This design comes from an exercise in tuning for small area, a short achievable clock period and few clock cycles per item on the open sky130 flow, not from production work. At most, simulation tests tie the RTL to the original design; equivalence was not proved.

== main ==
Design xtea_top, start of the top module:
module xtea_top(
    input clock, reset, cfg, start,
    input[127:0] data_i, key,
    output busy, ready,
    output[127:0] data_o
);
For scale: roughly 340 flip-flops, roughly 390 I/O pins, about 22000 um^2 of cells after synthesis.
clock: 10.0 ns
lec_check: 0
cap_margin: 20
core_margin: 2
core_utilization: 70
cts_cluster_diameter: 100
cts_cluster_size: 30
slew_margin: 20
synth_hierarchical: 1
standard.sh (not shown) runs the stock make flow with config.mk's settings and CLKGATE_MAP_FILE= SYNTH_SCRIPT=/design/flow/synth_recipe.tcl, a recipe that flattens the netlist after the stock synthesis.
==> flow/flow/run.sh <==
#!/bin/bash
# Standard layout, except that the port buffers are the smallest buffer and
# timing repair aims well below the clock period.
set -euo pipefail
export BUFFER_PORTS_ARGS="-buffer_cell sky130_fd_sc_hd__buf_1"
bash standard.sh SETUP_SLACK_MARGIN=6.3 finish > standard.log 2>&1
Testbench counts of main, summed over its fixed seeds: cycles 21,440, ops 320.
## Diff of input files: the feature branch against main
-- flow/config.mk --
<<< main, line 9
export CORE_MARGIN = 2
export CORE_UTILIZATION = 70
export CTS_CLUSTER_DIAMETER = 100
>>> the feature branch, line 9
export CORE_MARGIN = 2
export CORE_UTILIZATION = 60
export CTS_CLUSTER_DIAMETER = 100
### Flow results
The feature branch -> main: synthesized net count delta 0, exact match. Changes observed in the feature branch relative to main: final period demand of the worst path shrank by 0.053 ns, overall die height grew by about 8%, ratio of final minimum period to clock period shrank by 0.53 points, data arrival time of the critical path shrank by 0.06 ns. Between main and the feature branch, total buffers and inverters traversed by the critical path is lower for main, the feature branch comes in above that. The feature branch reports a higher area of all placed cells without fillers than main does.

* * *

== job 4289 ==
Another version of the RTL of xtea_top (not shown whole).
Size: ~2200 cells after synthesis, roughly 390 I/O pins.
==> flow/config.mk <==
export PLATFORM = sky130hd
export DESIGN_NAME = xtea_top
export DESIGN_NICKNAME = xtea_top
export VERILOG_FILES = /design/flow/design.v
export SDC_FILE = /design/flow/constraint.sdc
export NUM_CORES = 4
export LEC_CHECK = 0
export CAP_MARGIN = 20
export CORE_MARGIN = 2
export CORE_UTILIZATION = 60
export CTS_BUF_LIST = sky130_fd_sc_hd__clkbuf_4 sky130_fd_sc_hd__clkbuf_8
export SLEW_MARGIN = 20
export SYNTH_HIERARCHICAL = 1
==> flow/constraint.sdc <==
create_clock -name core_clock -period 10.0 [get_ports {clock}]
set_input_delay 2.0000 -clock core_clock [delete_from_list [all_inputs] [get_ports {clock}]]
set_output_delay 2.0000 -clock core_clock [all_outputs]
set_load 0.01 [all_outputs]
Scripts as last shown in full above: flow/flow/run.sh
diff inputs: job 4289 => job 4030
Settings: a deleted CTS_BUF_LIST that had been sky130_fd_sc_hd__clkbuf_4 sky130_fd_sc_hd__clkbuf_8.
Findings:
- Job 4030 reached the end of the flow, and the finished layout is clean on the timing, DRC and antenna checks.
- Fraction of cell area in non-clock buffers: lower on job 4030
- Delta (job 4030 minus job 4289): register share of the cell area did not really move.
- Wire length: job 4289 vs job 4030, no meaningful difference
- Job 4289 → job 4030: post-route met1 wirelength rose 170 um; arrival time at the worst endpoint now sits lower; worst-path maximum fanout down 5.
- Layout clock buffer count, job 4030 and job 4289: larger value in job 4289
- The higher area growth from synthesis to layout came out of job 4030.
No run of this note included a check of the RTL's function; only the layout flow was run.

* * *

## alpha
xtea_top with an RTL version that a note above also has.
Size: about 2200 cells after synthesis, ~340 flip-flops, about 390 I/O pins, about 22000 µm² of cells after synthesis.
clock: 10.0 ns
lec_check: 0
cap_margin: 20
core_margin: 2
core_utilization: 60
cts_cluster_diameter: 100
cts_cluster_size: 30
slew_margin: 20
synth_hierarchical: 1
==> flow/flow/run.sh <==
#!/bin/bash
# Standard layout, except that the port buffers are the smallest buffer and
# timing repair aims well below the clock period, and synthesis maps for a
# light load (timing repair sizes up what needs it).
set -euo pipefail
export BUFFER_PORTS_ARGS="-buffer_cell sky130_fd_sc_hd__buf_1"
bash standard.sh SETUP_SLACK_MARGIN=6.5 ABC_LOAD_IN_FF=1 finish > standard.log 2>&1
Testbench counts of alpha, summed over its fixed seeds: cycles 21,440, ops 320.
Inputs modified between alpha and beta:
==> flow/flow/run.sh <==
#!/bin/bash
# Standard layout, except that the port buffers are the smallest buffer and
# timing repair aims well below the clock period.
set -euo pipefail
export BUFFER_PORTS_ARGS="-buffer_cell sky130_fd_sc_hd__buf_1"
bash standard.sh SETUP_SLACK_MARGIN=6.3 finish > standard.log 2>&1
-- flow/config.mk --
<<< alpha, line 9
export CORE_MARGIN = 2
export CORE_UTILIZATION = 60
export CTS_CLUSTER_DIAMETER = 100
>>> beta, line 9
export CORE_MARGIN = 2
export CORE_UTILIZATION = 50
export CTS_CLUSTER_DIAMETER = 100
Notes after the runs:
- beta finished every step from synthesis to the final layout, and the layout passed the timing, DRC and antenna checks.
- alpha ended up with sky130_fd_sc_hd__dfxtp_2 as its cell at the slowest stage of the critical path; beta ended up with sky130_fd_sc_hd__dfxtp_4.
- Diff alpha -> beta: count of clock-buffer cells in the layout went up by 4.8%, max-slew headroom at the worst pin went down by 4.0 points.

-- what the ideal ports hide --
The flow's constraints put no driver on any port. The routed layouts listed below were extracted and timed again, unchanged, in two steps. Step 1 sets driving cells, clkbuf_16 on the clock port and buf_2 on the other inputs (assumed; they add their load-dependent delay and slew). Step 2 adds t to the input delays and takes it off the output delays; t is the mean of the earliest and latest rising clock arrival at the registers after step 1. Input paths then give back, and output paths get back, about the clock's delay inside the block. Slacks: ideal / step 1 / step 2; pairs: ideal / step 1.
run	t (ns)	slack for setup (ns)	hold slack, ns	worst data-port slew with drivers (ns)
main	0.580	6.361 / 6.361 / 6.361	0.540 / 0.540 / 0.540	0.08
the feature branch	0.592	6.415 / 6.398 / 6.415	0.538 / 0.538 / 0.538	0.08
job 4289	0.697	6.388 / 6.388 / 6.388	0.493 / 0.493 / 0.493	0.07
job 4030	0.610	6.400 / 6.400 / 6.399	0.489 / 0.489 / 0.489	0.08
alpha	0.601	6.434 / 6.434 / 6.434	0.513 / 0.513 / 0.513	0.10
beta	0.595	6.387 / 6.387 / 6.387	0.530 / 0.530 / 0.530	0.09
After both steps setup and hold are still met in every run listed. For job 4030, which loses most, drivers alone change the setup slack by 0.000 ns; drivers and shift together by -0.001 ns.
